Background: an optimization exercise with open tools, aiming at small area. Do not read the settings as production practice.
At most, simulation tests tie the RTL to the original design; equivalence was not proved.
For run 1, only the layout was checked, not whether the RTL still works.
Power and IR drop assume default switching activity.

<file path="design/flow/design.v">
module ALU(
  input  [3:0]  OP,
  input         CIN,
  input  [15:0] A,
  input  [15:0] B,
  output [1:0]  flgOut,
  output [15:0] out
  );
wire isAdd  = OP==4'd1;
wire isAddc = OP==4'd2;
wire isSub  = OP==4'd3;
wire isSubc = OP==4'd4;
wire sub    = isSub | isSubc;
wire cin    = isAddc ? CIN : isSub ? 1'b1 : isSubc ? ~CIN : 1'b0;
wire [16:0] sum = {1'b0, A} + {1'b0, B ^ {16{sub}}} + {16'b0, cin};
wire big = |B[15:4];
function [15:0] rev;
  input [15:0] x;
  integer i;
  for (i = 0; i < 16; i = i + 1) rev[i] = x[15 - i];
endfunction
wire right = OP[1];
wire [15:0] shIn = right ? rev(A) : A;
wire [15:0] shl = big ? 16'd0 : (shIn << B[3:0]);
wire [15:0] shr = rev(shl);
reg [15:0] r;
always @(*) begin
  case (OP)
    4'd1, 4'd2, 4'd3, 4'd4: r = sum[15:0];
    4'd5:  r = shl;
    4'd6:  r = shr;
    4'd7:  r = A & B;
    4'd8:  r = A | B;
    4'd9:  r = ~A;
    4'd10: r = A ^ B;
    default: r = 16'd0;
  endcase
end
assign out = r;
wire carry = (isAdd | isAddc) & sum[16];
assign flgOut = {carry, (r == 16'd0) & ~carry};
endmodule
module cpu(
  CLK,
  rst,
  MEMD,
  MEMRDY,
  addr,
  memDat,
  memWrite,
  halted
  );
input CLK;
input rst;
input [15:0] MEMD;
input MEMRDY;
output [31:0] addr;
output [15:0] memDat;
output memWrite;
output halted;
reg halt;
reg [15:0] os0, os1, os2, os3;  
reg c5, r5;                     
reg [5:0] ab5;                  
reg [15:0] registers[7:0];
reg [15:0] aS0, bS0;            
reg [31:0] abCombined;
reg [15:0] intermediateResult;
reg [15:0] memOut;
reg memW;
reg [7:0] flags;
reg g, s;
reg [31:0] pCtr;
reg [31:0] stackPointer;
reg [1:0] addrMuxSelector;
reg popHi, popLo;               
assign halted = halt;
assign memDat = memOut;
assign memWrite = memW;
assign addr = addrMuxSelector == 2'd0 ? pCtr :
              addrMuxSelector == 2'd1 ? stackPointer : abCombined;
wire [6:0] op1 = os0[15:9];
wire [6:0] op2 = os1[15:9];
wire [6:0] op3 = os2[15:9];
wire [6:0] op4 = os3[15:9];
wire [2:0] aSel2 = os1[8:6];
wire [2:0] bSel2 = os1[5:3];
wire [2:0] cSel3 = os2[2:0];
wire [2:0] aSel4 = os3[8:6];
wire [2:0] bSel4 = os3[5:3];
wire [2:0] cSel4 = os3[2:0];
function blk;
  input [6:0] op;
  blk = (op >= 7'd42 && op <= 7'd45) || (op >= 7'd51 && op <= 7'd54) || op == 7'd60 || op == 7'd61;
endfunction
function isAlu;
  input [6:0] op;
  isAlu = op >= 7'd1 && op <= 7'd10;
endfunction
wire l3 = os2[15];
wire l4 = os3[15];
wire alu3 = isAlu(op3);
wire alu4 = isAlu(op4);
wire st3 = op3 == 7'd61;
wire jn4 = op4 == 7'd54;
wire cl4 = op4 == 7'd44;
wire pipeBlocked = halt || blk(op1) || blk(op2) || op2 == 7'd41 ||
                   blk(op3) || op3 == 7'd41 || blk(op4) || c5 || r5;
wire [2:0] pa = aSel2 | ({3{st3}} & cSel3) | ({3{jn4}} & aSel4) | ({3{c5}} & ab5[5:3]);
wire [2:0] pb = bSel2 | ({3{jn4}} & bSel4) | ({3{c5}} & ab5[2:0]);
wire [15:0] rA = registers[pa];
wire [15:0] rB = registers[pb];
wire [15:0] aluOut;
wire [1:0] aluFlags;
ALU alu(op3[3:0], flags[1], aS0, bS0, aluFlags, aluOut);
wire greater = aS0 > bS0;
wire same = aS0 == bS0;
wire [15:0] lit4 = {1'b0, l3 ? os2[14:0] : os3[14:0]};
reg [15:0] aNext, bNext;
always @(*) begin
  if (l3 && aSel2 == 3'd7) aNext = {1'b0, os2[14:0]};
  else if (op3 == 7'd40 && cSel3 == aSel2) aNext = stackPointer[15:0];
  else if (op3 == 7'd63 && cSel3 == aSel2) aNext = {8'd0, flags};
  else if (cSel3 == aSel2 && alu3) aNext = aluOut;
  else if (cSel4 == aSel2 && alu4) aNext = intermediateResult;
  else if (l4 && aSel2 == 3'd7) aNext = {1'b0, os3[14:0]};
  else aNext = rA;
  if (l3 && bSel2 == 3'd7) bNext = {1'b0, os2[14:0]};
  else if (op3 == 7'd40 && cSel3 == bSel2) bNext = stackPointer[15:0];
  else if (op3 == 7'd63 && cSel3 == bSel2) bNext = {8'd0, flags};
  else if (cSel3 == bSel2 && alu3) bNext = aluOut;
  else if (cSel4 == bSel2 && alu4) bNext = intermediateResult;
  else if (l4 && bSel2 == 3'd7) bNext = {1'b0, os3[14:0]};
  else bNext = rB;
end
reg [15:0] storeVal;
always @(*) begin
  if (l4 && cSel3 == 3'd7) storeVal = {1'b0, os3[14:0]};
  else if (cSel4 == cSel3 && alu4) storeVal = intermediateResult;
  else if (cSel4 == cSel3 && op4 == 7'd41) storeVal = stackPointer[15:0];
  else storeVal = rA;
end
wire popW = op4 == 7'd43;
wire weHi = alu4 || l4 || op4 == 7'd40 || op4 == 7'd60 || (popW && popHi);
wire weLo = alu4 || l4 || op4 == 7'd40 || op4 == 7'd60 || op4 == 7'd63 || (popW && popLo);
wire [2:0] wSel = l4 ? 3'd7 : cSel4;
reg [15:0] wData;
always @(*) begin
  if (alu4) wData = intermediateResult;
  else if (l4) wData = lit4;
  else if (op4 == 7'd40) wData = stackPointer[15:0];
  else if (op4 == 7'd60) wData = MEMD;
  else if (op4 == 7'd63) wData = {8'd0, flags};
  else wData = memOut;
end
wire spInc = op4 == 7'd43 || op4 == 7'd45 || op3 == 7'd45;
wire spDec = cl4 || op3 == 7'd44 || op2 == 7'd42;
reg [31:0] spStep;
reg spCarry;
integer si;
always @(*) begin
  spCarry = 1'b1;
  for (si = 0; si < 32; si = si + 1) begin
    spStep[si] = stackPointer[si] ^ spCarry;
    spCarry = spCarry & (stackPointer[si] ^ ~spInc);
  end
end
integer ri;
always @(posedge CLK) begin
  for (ri = 0; ri < 8; ri = ri + 1) begin
    if (rst || (weHi && wSel == ri)) registers[ri][15:8] <= rst ? 8'd0 : wData[15:8];
    if (rst || (weLo && wSel == ri)) registers[ri][7:0] <= rst ? 8'd0 : wData[7:0];
  end
end
always @(posedge CLK) begin
  aS0 <= aNext;
  bS0 <= bNext;
  intermediateResult <= aluOut;
  if (!halt && op3 != 7'd53) abCombined <= {aS0, bS0};
  if (!halt) begin
    if (st3) memOut <= storeVal;
    else if (op3 == 7'd44) memOut <= pCtr[31:16];
    else if (cl4) memOut <= pCtr[15:0];
    else if (op3 == 7'd43) memOut <= MEMD;
    else if (op3 == 7'd62) memOut <= abCombined[31:16];
    else memOut <= aS0;
  end
  if (op3 == 7'd43) begin
    popHi <= !((l4 && cSel3 == 3'd7) || (op4 == 7'd40 && cSel4 == cSel3));
    popLo <= !((l4 && cSel3 == 3'd7) || ((op4 == 7'd40 || op4 == 7'd63) && cSel4 == cSel3));
  end
  ab5 <= os3[8:3];
end
always @(posedge CLK) begin
  if (rst) begin
    halt <= 1'b0;
    os0 <= 16'd0; os1 <= 16'd0; os2 <= 16'd0; os3 <= 16'd0;
    c5 <= 1'b0; r5 <= 1'b0;
    memW <= 1'b0;
    flags <= 8'd0;
    g <= 1'b0; s <= 1'b0;
    pCtr <= 32'd0;
    stackPointer <= 32'd0;
    addrMuxSelector <= 2'd0;
  end else begin
    if (op4 == 7'd59) begin
      halt <= 1'b1;
      os0 <= 16'd0; os1 <= 16'd0; os2 <= 16'd0; os3 <= 16'd0;
      c5 <= 1'b0; r5 <= 1'b0;
    end else begin
      os0 <= pipeBlocked ? 16'd0 : MEMD;
      os1 <= os0; os2 <= os1; os3 <= os2;
      c5 <= cl4; r5 <= op4 == 7'd45;
    end
    if (op3 == 7'd42 || op3 == 7'd44 || st3) memW <= 1'b1;
    else if (op4 == 7'd42 || op4 == 7'd61 || c5) memW <= 1'b0;
    if (alu4) flags <= {6'd0, aluFlags};
    else if (op4 == 7'd50) flags[7:5] <= {g, ~(g | s), s};
    else if (op4 == 7'd62) flags <= memOut[7:0];
    if (op3 == 7'd50) begin
      g <= greater;
      s <= same;
    end
    if (c5 || (jn4 && flags[3])) pCtr <= {rA, rB};
    else if (op4 == 7'd51 || (op4 == 7'd52 && s) || (op4 == 7'd53 && g)) pCtr <= abCombined;
    else if (op4 == 7'd45) pCtr[31:16] <= MEMD;
    else if (op3 == 7'd45) pCtr[15:0] <= MEMD;
    else if (!pipeBlocked) pCtr <= pCtr + 32'd1;
    if (op4 == 7'd41) stackPointer <= abCombined;
    else if (spInc || spDec) stackPointer <= spStep;
    if (c5 || r5 || op4 == 7'd42 || op4 == 7'd43 || op4 == 7'd60 || op4 == 7'd61) addrMuxSelector <= 2'd0;
    else if (op3 == 7'd60 || op3 == 7'd61 || op2 == 7'd60 || op2 == 7'd61) addrMuxSelector <= 2'd2;
    else if (op2 >= 7'd42 && op2 <= 7'd45) addrMuxSelector <= 2'd1;
  end
end
endmodule
</file>
<file path="design/flow/run.sh">
#!/bin/bash
# synth_recipe.tcl (not shown) runs the flow's synth.tcl, then flattens the netlist and writes it again
# the make line also repeats each setting of config.mk as NAME=value (left out here)
make -C /OpenROAD-flow-scripts/flow DESIGN_CONFIG=/design/flow/config.mk WORK_HOME=/design/flow/orfs CLKGATE_MAP_FILE= SYNTH_SCRIPT=/design/flow/synth_recipe.tcl finish
</file>
<file path="design/flow/config.mk">
export PLATFORM = sky130hd
export DESIGN_NAME = cpu
export DESIGN_NICKNAME = cpu
export VERILOG_FILES = /design/flow/design.v
export SDC_FILE = /design/flow/constraint.sdc
export NUM_CORES = 4
export LEC_CHECK = 0
export CAP_MARGIN = 20
export CORE_MARGIN = 2
export CORE_UTILIZATION = 55
export CTS_BUF_LIST = sky130_fd_sc_hd__clkbuf_4
export SLEW_MARGIN = 20
</file>
<file path="design/flow/constraint.sdc">
create_clock -name core_clock -period 7.0 [get_ports {CLK}]
set_input_delay 1.4000 -clock core_clock [delete_from_list [all_inputs] [get_ports {CLK}]]
set_output_delay 1.4000 -clock core_clock [all_outputs]
set_load 0.01 [all_outputs]
</file>
==> results of run 1 <==
==> power groups by stage <==
stage	Combinational, W	Sequential [W]	Clock [W]
floorplan	0.00128	0.00284	0
global placement	0.00201	0.00299	0
detailed placement	0.00203	0.00300	0
CTS	0.00205	0.00296	0.00192
global route	0.00225	0.00299	0.00203
finish	0.00215	0.00300	0.00193
==> through the flow <==
| step | area (sq um) | hold WS, ns | instances | total power (W) | utilization [%] |
|---|---|---|---|---|---|
| 2_1_floorplan | 24900 | 0.387 | 2870 | 0.00411 | - |
| 3_3_place_gp | 26000 | 0.414 | 3357 | 0.00501 | 58.5 |
| 3_5_place_dp | 26000 | 0.421 | 3357 | 0.00503 | 58.5 |
| 4_1_cts | 27200 | 0.431 | 3533 | 0.00692 | 61.3 |
| 5_1_grt | 27300 | 0.455 | 3538 | 0.00728 | 61.4 |
| 6_report | 27300 | 0.425 | 3543 | 0.00708 | 61.5 |
==> critical path: stages, from the launching register on <==
cell and delay, ns:
dfxtp_1 0.30, buf_4 0.20, nor2b_1 0.42, a22oi_1 0.18, nor2_2 0.32, xnor2_1 0.14
fa_1 0.51, fa_1 0.46, a211oi_1 0.36, o21ai_0 0.22, a211oi_1 0.69, o21ai_0 0.27
mux2i_1 0.18, a221oi_1 0.46, inv_1 0.12, nor2_1 0.12, o21ai_0 0.09
==> state kept, by name, indices dropped and copies added, names as in the netlist <==
name	count
abCombined	32
registers	128
os0	16
os3	16
os2	16
popHi	1
intermediateResult	16
pCtr	32
popLo	1
addrMuxSelector	2
os1	16
aS0	16
r5	1
flags	8
s	1
stackPointer	32
g	1
bS0	16
memOut	16
ab5	6
halt	1
memW	1
c5	1
==> cells in the mapped netlist, drive strengths merged (13+ instances only) <==
cell type,n
and3,35
nand2b,24
nand2,294
a211oi,111
a221oi,34
xor2,33
nand4,22
inv,83
buf,46
mux4,26
nor4,20
a31oi,43
nor2b,13
ha,64
or2,13
mux2,27
a21oi,185
a211o,13
xnor2,66
dfxtp,198
o21bai,26
or3,25
and2,51
o211ai,31
clkbuf,196
o221ai,30
nand3b,17
o22ai,43
o21ai,143
nor2,277
a311oi,18
nor3,45
nand3,100
a22oi,31
mux2i,113
a21o,18
edfxtp,178
a22o,14
==> final cells by class <==
cell class,count,share of cell area (%)
Inverter,85,1.17
Timing Repair Buffer,141,4.60
Clock buffer,134,3.69
Clock inverter,42,0.784
Multi-Input combinational cell,2167,52.9
Sequential cell,376,34.1
Antenna cell,6,0.0550
Tap cell,592,2.71
==> kinds of logic (layout without fill, tap and decap cells) <==
kind of cell | Yosys count | after routing | synth area share (%)
muxes | 166 | 166 | 8.13
AOI/OAI and AO/OA | 857 | 857 | 23.6
adders and majority gates | 66 | 66 | 3.38
other | 0 | 6 | 0
DFF | 376 | 376 | 37.4
xor gates and xnor gates | 99 | 99 | 3.48
and+or+nand+nor | 979 | 979 | 18.9
buffers and inverters | 327 | 402 | 5.15
==> per-layer routing <==
| metal | wire [um] | global-route usage [%] | vias up | part of all wire (%) |
|---|---|---|---|---|
| met5 | 53 | 0 | - | 0.046 |
| li1 | - | - | 10800 | - |
| met2 | 47100 | 69.7 | 2327 | 41 |
| met1 | 41700 | 60.9 | 12400 | 37 |
| met4 | 8390 | 27.6 | 8 | 7.4 |
| met3 | 17000 | 16.9 | 541 | 15 |
==> final timing paths <==
path | start | slack (ns) | end | cells past startpoint
setup / recovery | os2[11]$_SDFF_PP0_ | 1.80 | aS0[14]$_DFF_P_ | 16
hold / removal | os0[2]$_SDFF_PP0_ | 0.42 | os1[2]$_SDFF_PP0_ | 1
setup reg to reg | os2[11]$_SDFF_PP0_ | 1.80 | aS0[14]$_DFF_P_ | 16
hold reg to reg | os0[2]$_SDFF_PP0_ | 0.42 | os1[2]$_SDFF_PP0_ | 1
==> out/metrics.csv, run 1 <==
metric,value,unit
gr usage total,47.7,%
"commonest cells after routing, fill and taps aside","nand2_1, nor2_1, dfxtp_1",
number of fill cells in the layout,3820,
Post-synth ARST share,0,%
post-synthesis sequential area ratio,37.4,%
initial core utilization,56.0,%
Max Freq,192,MHz
I/O pins,69,
initial antenna violation count,11,
leading area contributor after synthesis,edfxtp_1,
final setup fails,0,
Yosys top cell area share,21.5,%
H-tree depth,3,
synthesized area,24900,sq um
Placement Setup Slack,2.02,ns
CP max FO,19,
Hold Buf Count CTS,0,
# clock sinks,376,
cell internal pwr,0.00433,W
CP endpoint kind,register,
final-report max-slew violation count,0,
drt wl/cell,32.2,um
CTS root buffer,clkbuf_4,
max_cap viols,0,
Main synth FF type,dfxtp_1,
synthesized net count,2955,
Sequential Area,9310,sq um
VDD IR-drop max,232,uV
setup bufs post-CTS,0,
routability cong.,1.07,
DP HPWL,81200,um
# DRC,0,
Seq pwr share,42.3,%
"Clk Latency, worst-skew pair",0.93,ns
P_sw,0.00275,W
final-stage net count,2955,
fraction of layout cells with a size suffix above 1,11.6,%
leakage power,10.0,nW
combinational power share,30.4,%
1st-pass router iterations,12,
"commonest non-fill, non-tap cell in the layout",nand2_1,
Via density,7.34,
area growth from synthesis to layout,9.67,%
Die Wd,217,um
footprint of the multi-input gates,14400,sq um
overall die height,217,um
setup TNS,0,ns
IO buf count,67,
Clock Power Share,27.2,%
Crit path arrival time,5.94,ns
Worst Path Required,7.74,ns
vias in the first global route,23800,
top post-synthesis cells by area,"edfxtp_1, dfxtp_1, mux2i_1, nand2_1, nor2_1",
full die area,47000,sq um
RSZ-0062 raised after global routing,false,
Syn Area/Cell,8.67,sq um
clk buf depth,3,
Post-Syn Instances,2870,
final wirelength,114000,um
Synth cell types,98,
type of the worst min-delay path,reg -> reg,
period utilization,74.3,%
status,"complete, no violations",
Tmin final,5.20,ns
Sw Share,38.9,%
crit path kind,reg -> reg,
Final Skew,0.107,ns
"Clk pin slew, worst setup/hold paths",0.07,ns
Antenna Nets Post-Route,0,
Power Density,259,nW/um^2
Via Count,26000,
type of origin of the critical path,register,
"Hold Vio Cnt, Final",0,
first-pass GRT wire length,163000,um
Post-synth EDFFs,178,
setup slack after layout,1.80,ns
core area,44400,sq um
cts repair resizes,0,
remaining global-route overflow,0,
drt initial violations,4262,
worst-margin pin slew,1.34,ns
Slew HR,11.0,%
largest net degree at the start of global routing,68,
number of buffers created by CTS,99,
Synth Warn #,3,
FP Rows,77,
"flops & latches, synth",376,
CTS tree,built,
==> run 2: changes to the inputs <==
--- a/design/flow/design.v
+++ b/design/flow/design.v
@@ -14,15 +14,8 @@
 wire cin    = isAddc ? CIN : isSub ? 1'b1 : isSubc ? ~CIN : 1'b0;
 wire [16:0] sum = {1'b0, A} + {1'b0, B ^ {16{sub}}} + {16'b0, cin};
 wire big = |B[15:4];
-function [15:0] rev;
-  input [15:0] x;
-  integer i;
-  for (i = 0; i < 16; i = i + 1) rev[i] = x[15 - i];
-endfunction
-wire right = OP[1];
-wire [15:0] shIn = right ? rev(A) : A;
-wire [15:0] shl = big ? 16'd0 : (shIn << B[3:0]);
-wire [15:0] shr = rev(shl);
+wire [15:0] shl = big ? 16'd0 : (A << B[3:0]);
+wire [15:0] shr = big ? 16'd0 : (A >> B[3:0]);
 reg [15:0] r;
 always @(*) begin
   case (OP)
@@ -153,18 +146,6 @@
   else if (op4 == 7'd63) wData = {8'd0, flags};
   else wData = memOut;
 end
-wire spInc = op4 == 7'd43 || op4 == 7'd45 || op3 == 7'd45;
-wire spDec = cl4 || op3 == 7'd44 || op2 == 7'd42;
-reg [31:0] spStep;
-reg spCarry;
-integer si;
-always @(*) begin
-  spCarry = 1'b1;
-  for (si = 0; si < 32; si = si + 1) begin
-    spStep[si] = stackPointer[si] ^ spCarry;
-    spCarry = spCarry & (stackPointer[si] ^ ~spInc);
-  end
-end
 integer ri;
 always @(posedge CLK) begin
   for (ri = 0; ri < 8; ri = ri + 1) begin
@@ -227,7 +208,8 @@
     else if (op3 == 7'd45) pCtr[15:0] <= MEMD;
     else if (!pipeBlocked) pCtr <= pCtr + 32'd1;
     if (op4 == 7'd41) stackPointer <= abCombined;
-    else if (spInc || spDec) stackPointer <= spStep;
+    else if (op4 == 7'd43 || op4 == 7'd45 || op3 == 7'd45) stackPointer <= stackPointer + 32'd1;
+    else if (cl4 || op3 == 7'd44 || op2 == 7'd42) stackPointer <= stackPointer - 32'd1;
     if (c5 || r5 || op4 == 7'd42 || op4 == 7'd43 || op4 == 7'd60 || op4 == 7'd61) addrMuxSelector <= 2'd0;
     else if (op3 == 7'd60 || op3 == 7'd61 || op2 == 7'd60 || op2 == 7'd61) addrMuxSelector <= 2'd2;
     else if (op2 >= 7'd42 && op2 <= 7'd45) addrMuxSelector <= 2'd1;
--- a/design/flow/config.mk
+++ b/design/flow/config.mk
@@ -7,6 +7,5 @@
 export LEC_CHECK = 0
 export CAP_MARGIN = 20
 export CORE_MARGIN = 2
-export CORE_UTILIZATION = 55
-export CTS_BUF_LIST = sky130_fd_sc_hd__clkbuf_4
+export CORE_UTILIZATION = 40
 export SLEW_MARGIN = 20
==> out/metrics.csv, run 2 <==
metric,value,unit,change
status,"complete, no violations",,unchanged
period utilization,84.6,%,was 74.3%
final wirelength,120000,um,"was 114,000 um"
combinational power share,26.7,%,was 30.4%
cts repair resizes,0,,unchanged
Synth Warn #,3,,unchanged
post-synthesis sequential area ratio,36.1,%,was 37.4%
FP Rows,93,,was 77
max_cap viols,0,,unchanged
portion of netlist area occupied by mux cells,7.19,%,was 8.13%
clk buf depth,3,,unchanged
overall die height,258,um,was 217 um
Main synth FF type,dfxtp_1,,unchanged
type of the worst min-delay path,reg -> reg,,unchanged
CTS root buffer,clkbuf_16,,was clkbuf_4
max reg flops,128,,unchanged
synthesized area,25800,sq um,"was 24,900 sq um"
Post-Synth Simple-Gate Area,18.6,%,was 18.9%
Yosys top cell area share,20.7,%,was 21.5%
Syn Area/Cell,8.57,sq um,was 8.67 sq um
"Clk Latency, worst-skew pair",0.61,ns,was 0.93 ns
remaining global-route overflow,0,,unchanged
FF-to-FF setup slack,1.08,ns,was 1.80 ns
"Clk pin slew, worst setup/hold paths",0.06,ns,was 0.07 ns
met3 wire length,14500,um,"was 17,000 um"
top-count cell post-synth,nand2_1,,unchanged
Synth Area in XOR/XNOR,3.05,%,was 3.48%
Die Wd,258,um,was 217 um
adder-cell share of the synthesized area,4.84,%,was 3.38%
Post-synth EDFFs,178,,unchanged
start point of the critical path,os2[9]$_SDFF_PP0_,,was os2[11]$_SDFF_PP0_
cell internal pwr,0.00470,W,was 0.00433 W
"commonest non-fill, non-tap cell in the layout",nand2_1,,unchanged
drt wl/cell,31.0,um,was 32.2 um
Reg with most FFs,registers,,unchanged
worst hold start,os0[8]$_SDFF_PP0_,,was os0[2]$_SDFF_PP0_
fraction of layout cells with a size suffix above 1,8.27,%,was 11.6%
drt initial violations,4093,,"was 4,262"
top post-synthesis cells by area,"edfxtp_1, dfxtp_1, nand2_1, mux2i_1, ha_1",,"was edfxtp_1, dfxtp_1, mux2i_1, nand2_1, nor2_1"
CP max FO,27,,was 19
1st-pass router iterations,10,,was 12
full die area,66600,sq um,"was 47,000 sq um"
Synth Area in Compound Gates,25.3,%,was 23.6%
Seq pwr share,41.1,%,was 42.3%
number of buffers created by CTS,42,,was 99
Post-Syn Instances,3014,,"was 2,870"
I/O pins,69,,unchanged
Antenna Nets Post-Route,0,,unchanged
Via density,6.80,,was 7.34
H-tree depth,2,,was 3
CTS tree,built,,unchanged
gr usage total,34.8,%,was 47.7%
Worst Path Required,7.51,ns,was 7.74 ns
CP endpoint kind,register,,unchanged
Via Count,26300,,was 26.0k
routability cong.,1.09,,was 1.07
DP HPWL,86100,um,"was 81,200 um"
Slew HR,19.4,%,was 11.0%
P_sw,0.00268,W,was 0.00275 W
leakage power,10.9,nW,was 10.0 nW
# clock sinks,376,,unchanged
Synth cell types,105,,was 98
final setup fails,0,,unchanged
leading area contributor after synthesis,edfxtp_1,,unchanged
Tmin final,5.92,ns,was 5.20 ns
Final Skew,0.0314,ns,was 0.107 ns
main combinational cell family by area after synthesis,compound AO/OA/AOI/OAI gates,,unchanged
Post-synth top cells,"nand2_1, nor2_1, a21oi_1",,"was nand2_1, nor2_1, dfxtp_1"
Hold Buf Count CTS,0,,unchanged
routed wl met2,50200,um,"was 47,100 um"
largest net degree at the start of global routing,66,,was 68
Reg-to-Reg Start,os2[9]$_SDFF_PP0_,,was os2[11]$_SDFF_PP0_
Sw Share,36.3,%,was 38.9%
initial core utilization,40.3,%,was 56.0%
final-report max-slew violation count,0,,unchanged
# DRC,0,,unchanged
worst-margin pin slew,1.20,ns,was 1.34 ns
initial antenna violation count,7,,was 11
Max Freq,169,MHz,was 192 MHz
RSZ-0062 raised after global routing,false,,unchanged
crit-path cells,nor2b_1 -> buf_4 -> nand3_1 -> buf_4 -> nand2_1 -> inv_1 -> ha_1 -> nor2b_1 -> o2111ai_1 -> a211oi_1 -> a21oi_1 -> o21ai_0 -> a221o_1 -> a31oi_1 -> or4_1 -> o211ai_1,,was buf_4 -> nor2b_1 -> a22oi_1 -> nor2_2 -> xnor2_1 -> fa_1 -> fa_1 -> a211oi_1 -> o21ai_0 -> a211oi_1 -> o21ai_0 -> mux2i_1 -> a221oi_1 -> inv_1 -> nor2_1 -> o21ai_0
critical path's largest stage delay,0.82,ns,was 0.69 ns
VDD IR-drop max,146,uV,was 232 uV
"flops & latches, synth",376,,unchanged
vias in the first global route,24300,,was 23.8k
Power Density,256,nW/um^2,was 259 nW/um^2
M1 WL,46700,um,"was 41,700 um"
setup TNS,0,ns,unchanged
area growth from synthesis to layout,11.5,%,was 9.67%
setup bufs post-CTS,0,,unchanged
"Hold Vio Cnt, Final",0,,unchanged
Top Layer Used,met5,,unchanged
final-stage net count,3095,,"was 2,955"
first-pass GRT wire length,171000,um,"was 163,000 um"
core area,64100,sq um,"was 44,400 sq um"
Post-synth ARST share,0,%,unchanged
Crit path arrival time,6.43,ns,was 5.94 ns
synthesized net count,3131,,"was 2,955"
IO buf count,67,,unchanged
Pwr Total,0.00738,W,was 0.00708 W
crit path kind,reg -> reg,,unchanged
slowest cell on the critical path,dfxtp_1,,was a211oi_1
Clock Power Share,32.1,%,was 27.2%
"commonest cells after routing, fill and taps aside","nand2_1, nor2_1, a21oi_1",,"was nand2_1, nor2_1, dfxtp_1"
type of origin of the critical path,register,,unchanged
-- run 2: path summary, 6_finish.rpt --
check / endpoint / cells past startpoint
min reg2reg: os1[8]$_SDFF_PP0_ / 1
max reg2reg: stackPointer[28]$_SDFFE_PP0P_ / 16
max: stackPointer[28]$_SDFFE_PP0P_ / 16
min: os1[8]$_SDFF_PP0_ / 1
-- run 2: logic make-up after synthesis --
kind of cell               count (synthesis)
and+or+nand+nor                         1014
AOI/OAI and AO/OA                        964
xor gates and xnor gates                  90
muxes                                    158
adders and majority gates                 98
buffers and inverters                    314
DFF                                      376
-- run 2: through the flow --
step | hold WS [ns] | worst slack, ns | util, % | area, sq um | instances
after floorplan | 0.329 | 2.06 | - | 25800 | 3014
after global placement | 0.412 | 1.58 | 42.5 | 27200 | 3786
after detailed placement | 0.411 | 1.50 | 42.5 | 27300 | 3788
after CTS | 0.425 | 1.46 | 44.8 | 28700 | 3866
after global routing | 0.442 | 0.980 | 44.9 | 28800 | 3867
final | 0.426 | 1.08 | 44.9 | 28800 | 3870
-- run 2: worst max-delay path: cells and delay by family (launching register included) --
kind                       cells  cell delay (ns)
AOI/OAI and AO/OA              7             2.13
and+or+nand+nor                5             1.44
buffers and inverters          3             0.97
DFF                            1             0.82
adders and majority gates      1             0.46
-- run 2: layout make-up --
cell class / count / area, sq um
sequential: 376 / 9320
tap: 855 / 1070
inverter: 84 / 315
timing repair buffer: 150 / 1320
clock inverter: 24 / 284
clock buffer: 54 / 1170
multi-input combinational: 2324 / 15300
fill: 6190 / 35300
antenna: 3 / 7.51
-- run 2: power groups by stage --
stage	registers (W)	logic [W]	clock network [W]
6_report	0.00304	0.00197	0.00237
5_1_grt	0.00303	0.00209	0.00247
4_1_cts	0.00300	0.00190	0.00238
3_5_place_dp	0.00304	0.00189	0
3_3_place_gp	0.00304	0.00186	0
2_1_floorplan	0.00281	0.00125	0
-- run 2: metal layers --
metal,global-route usage [%],vias up
li1,-,11200
met1,45.5,12700
met2,51.2,1903
met3,9.70,464
met4,20.5,6
met5,0,-

==> afterwards: timing with drivers on the ports <==
The results above use ideal ports. As a check the final layouts listed here were re-extracted and re-timed, cells and wires unchanged. Step 1 sets driving cells, clkbuf_16 on the clock port and buf_2 on the other inputs (assumed; they add their load-dependent delay and slew). Step 2 adds t to the input delays and takes it off the output delays; t is the mean of the earliest and latest rising clock arrival at the registers after step 1. Input paths then give back, and output paths get back, about the clock's delay inside the block. Slacks: ideal / step 1 / step 2; pairs: ideal / step 1.
| run | t (ns) | setup WS [ns] | clock arrival spread, ns |
|---|---|---|---|
| run 1 | 0.934 | 1.797 / 1.797 / 1.797 | 0.106 / 0.107 |
| run 2 | 0.652 | 1.079 / 1.079 / 1.079 | 0.032 / 0.032 |
After both steps setup and hold are still met in every run listed.
